What follows belongs to an exercise in optimizing a design on an open flow for small area; a production flow would make more cautious choices.
In this exercise RTL edits were held to simulation tests only and were not proved equivalent to the original.
Power is estimated from default activity; no workload was simulated.

run 1:
Design sent_tx, start of the top module:
module sent_tx(
	input clk,
	input reset,
	input enable,
	input channel_format,  
	input optional_pause,
	input config_bit,
	input [3:0] id_4bit,
	input [7:0] id_8bit,
	input [11:0] data_12bit,
	input [15:0] data_16bit,
	input [7:0] data_short,
	input [2:0] fast_format,
	input [15:0] data_f1,
	input [11:0] data_f2,
	output reg data_pulse,
	output busy
	);
Size in the first run: ~520 cells after synthesis, about 87 I/O pins.
==> flow/config.mk <==
export PLATFORM = sky130hd
export DESIGN_NAME = sent_tx
export DESIGN_NICKNAME = sent_tx
export VERILOG_FILES = /design/flow/design.v
export SDC_FILE = /design/flow/constraint.sdc
export NUM_CORES = 4
export LEC_CHECK = 0
export CAP_MARGIN = 20
export CORE_MARGIN = 2
export CORE_UTILIZATION = 60
export SLEW_MARGIN = 20
==> flow/constraint.sdc <==
create_clock -name core_clock -period 10.0 [get_ports {clk}]
set_input_delay 2.0000 -clock core_clock [delete_from_list [all_inputs] [get_ports {clk}]]
set_output_delay 2.0000 -clock core_clock [all_outputs]
set_load 0.01 [all_outputs]
standard.sh (not shown) runs the stock make flow with config.mk's settings and CLKGATE_MAP_FILE= SYNTH_SCRIPT=/design/flow/synth_recipe.tcl, a recipe that flattens the netlist after the stock synthesis.
==> flow/flow/run.sh <==
#!/bin/bash
# The standard layout (standard.sh) with three changes:
#  - synthesis maps the logic with the area-oriented ABC script flow/abc_area.script
#    (a copy of ORFS's scripts folder in which only abc_speed.script is replaced);
#  - the port buffers use the smallest buffer cell;
#  - the clock tree uses clkbuf_8 buffers and no dummy loads.
set -euo pipefail
here=$(pwd)
rm -rf "$here/orfs_scripts"
cp -r "$FLOW_HOME/scripts" "$here/orfs_scripts"
cp "$here/flow/abc_area.script" "$here/orfs_scripts/abc_speed.script"
bash standard.sh "SCRIPTS_DIR=$here/orfs_scripts" synth > synth.log 2>&1
bash standard.sh \
  "BUFFER_PORTS_ARGS=-buffer_cell sky130_fd_sc_hd__buf_1" \
  "CTS_ARGS=-sink_clustering_enable -repair_clock_nets -dont_use_dummy_load -buf_list sky130_fd_sc_hd__clkbuf_8 -root_buf sky130_fd_sc_hd__clkbuf_8" \
  finish > layout.log 2>&1
==> flow/flow/abc_area.script <==
strash
&get -n
&fraig -x
&put
scorr
dc2
strash
&get -n
&dch -f
&nf -R 1000 -p -a
&put
dnsize -c
Run 1: full flow OK, the timing, design-rule and antenna checks passed
> inputs changed (run 1 -> run 2)
Settings: CAP_MARGIN now 0, was 20; SLEW_MARGIN now 0, was 20.
==> flow/flow/abc_area.script <==
strash
&get -n
&fraig -x
&put
scorr
dc2
strash
&get -n
&dch -f
&nf -R 1000
&put
dnsize -c
Notes after the runs:
- Run 1 has a higher synthesis-to-layout area growth than run 2.
- ~same design internal power in run 1 and run 2
- Design area of run 2 is on par with run 1.
- Run 2 ended with less met2 wirelength from detailed routing than run 1.
- Post-CTS setup-driven buffer insertion count came out exactly the same in run 1 and run 2.
- From run 1 to run 2 the numbers moved as follows: sequential fraction of design power has increased, met1 track demand over resource in global routing fell by 0.54 points, setup slack on the worst flop-to-flop path rose 30 ps, total power shrank by about 0.7%.
- Of run 1 and run 2, run 2 shows the lower wire length of the first global-routing pass, with run 1 above it.
- Compared with run 1, run 2 shows a clock edge transition at the registers on the reported setup and hold paths that is 20 ps lower.
#### Input delta (run 3 over run 2)
Settings: setting GPL_TIMING_DRIVEN to 0 for the first time; setting GPL_ROUTABILITY_DRIVEN to 0 for the first time.
==> run summary <==
- As far as effective utilization at floorplan goes, run 2 and run 3 are indistinguishable; the numbers are identical.
- Taking run 2 as the reference, in run 3 number of vias in the routed layout lost 51, highest fanout seen on the critical path lost 11, highest clock rate lost 14%.
- On setup slack: run 3 sits below run 2.
- Comparing shortest period the worst path allows for run 3 and run 2, the smaller number came from run 2.
- Area added between synthesis and finish across run 3 and run 2: no real change.
- Reported for run 3 and run 2, flip-flop and latch count turned out identical to the last digit.
- Run 3 went all the way through synthesis, placement and routing and the layout is clean on timing, DRC and antenna.
- According to the power report, total power for run 3 is higher than for run 2.
- Compared with run 2, run 3 shows buffer count excluding the clock tree in the final layout that has gone down by a few percent.
- Run 3 vs run 2, worst setup path endpoint: fdata[8]$_DFFE_PP_ vs fdata[6]$_DFFE_PP_

==> port drivers added, routing unchanged <==
The flow's constraints put no driver on any port. The routed layouts listed below were extracted and timed again, unchanged, in two steps. Step 1: set_driving_cell puts a clkbuf_16 on clk and a buf_2 on each other input, an assumption about the parent block. Step 2 times the ports against the registers' clock, not the clock port: input delays grow and output delays shrink by t, the midpoint of the rising clock arrivals with the driver on. a / b / c = no drivers / after step 1 / after step 2; a / b = the first two.
run | t, ns | setup WS [ns] | hold WS [ns] | latest minus earliest clock arrival (ns)
run 1 | 0.396 | 5.917 / 5.930 / 5.533 | 0.438 / 0.438 / 0.438 | 0.038 / 0.037
run 2 | 0.380 | 5.881 / 5.893 / 5.513 | 0.458 / 0.458 / 0.458 | 0.022 / 0.022
run 3 | 0.376 | 5.231 / 5.244 / 4.868 | 0.453 / 0.453 / 0.453 | 0.034 / 0.034
After both steps every run listed still meets setup and hold. The setup slack of run 1, which loses most, moves by +0.013 ns with the drivers and by -0.384 ns with both steps.
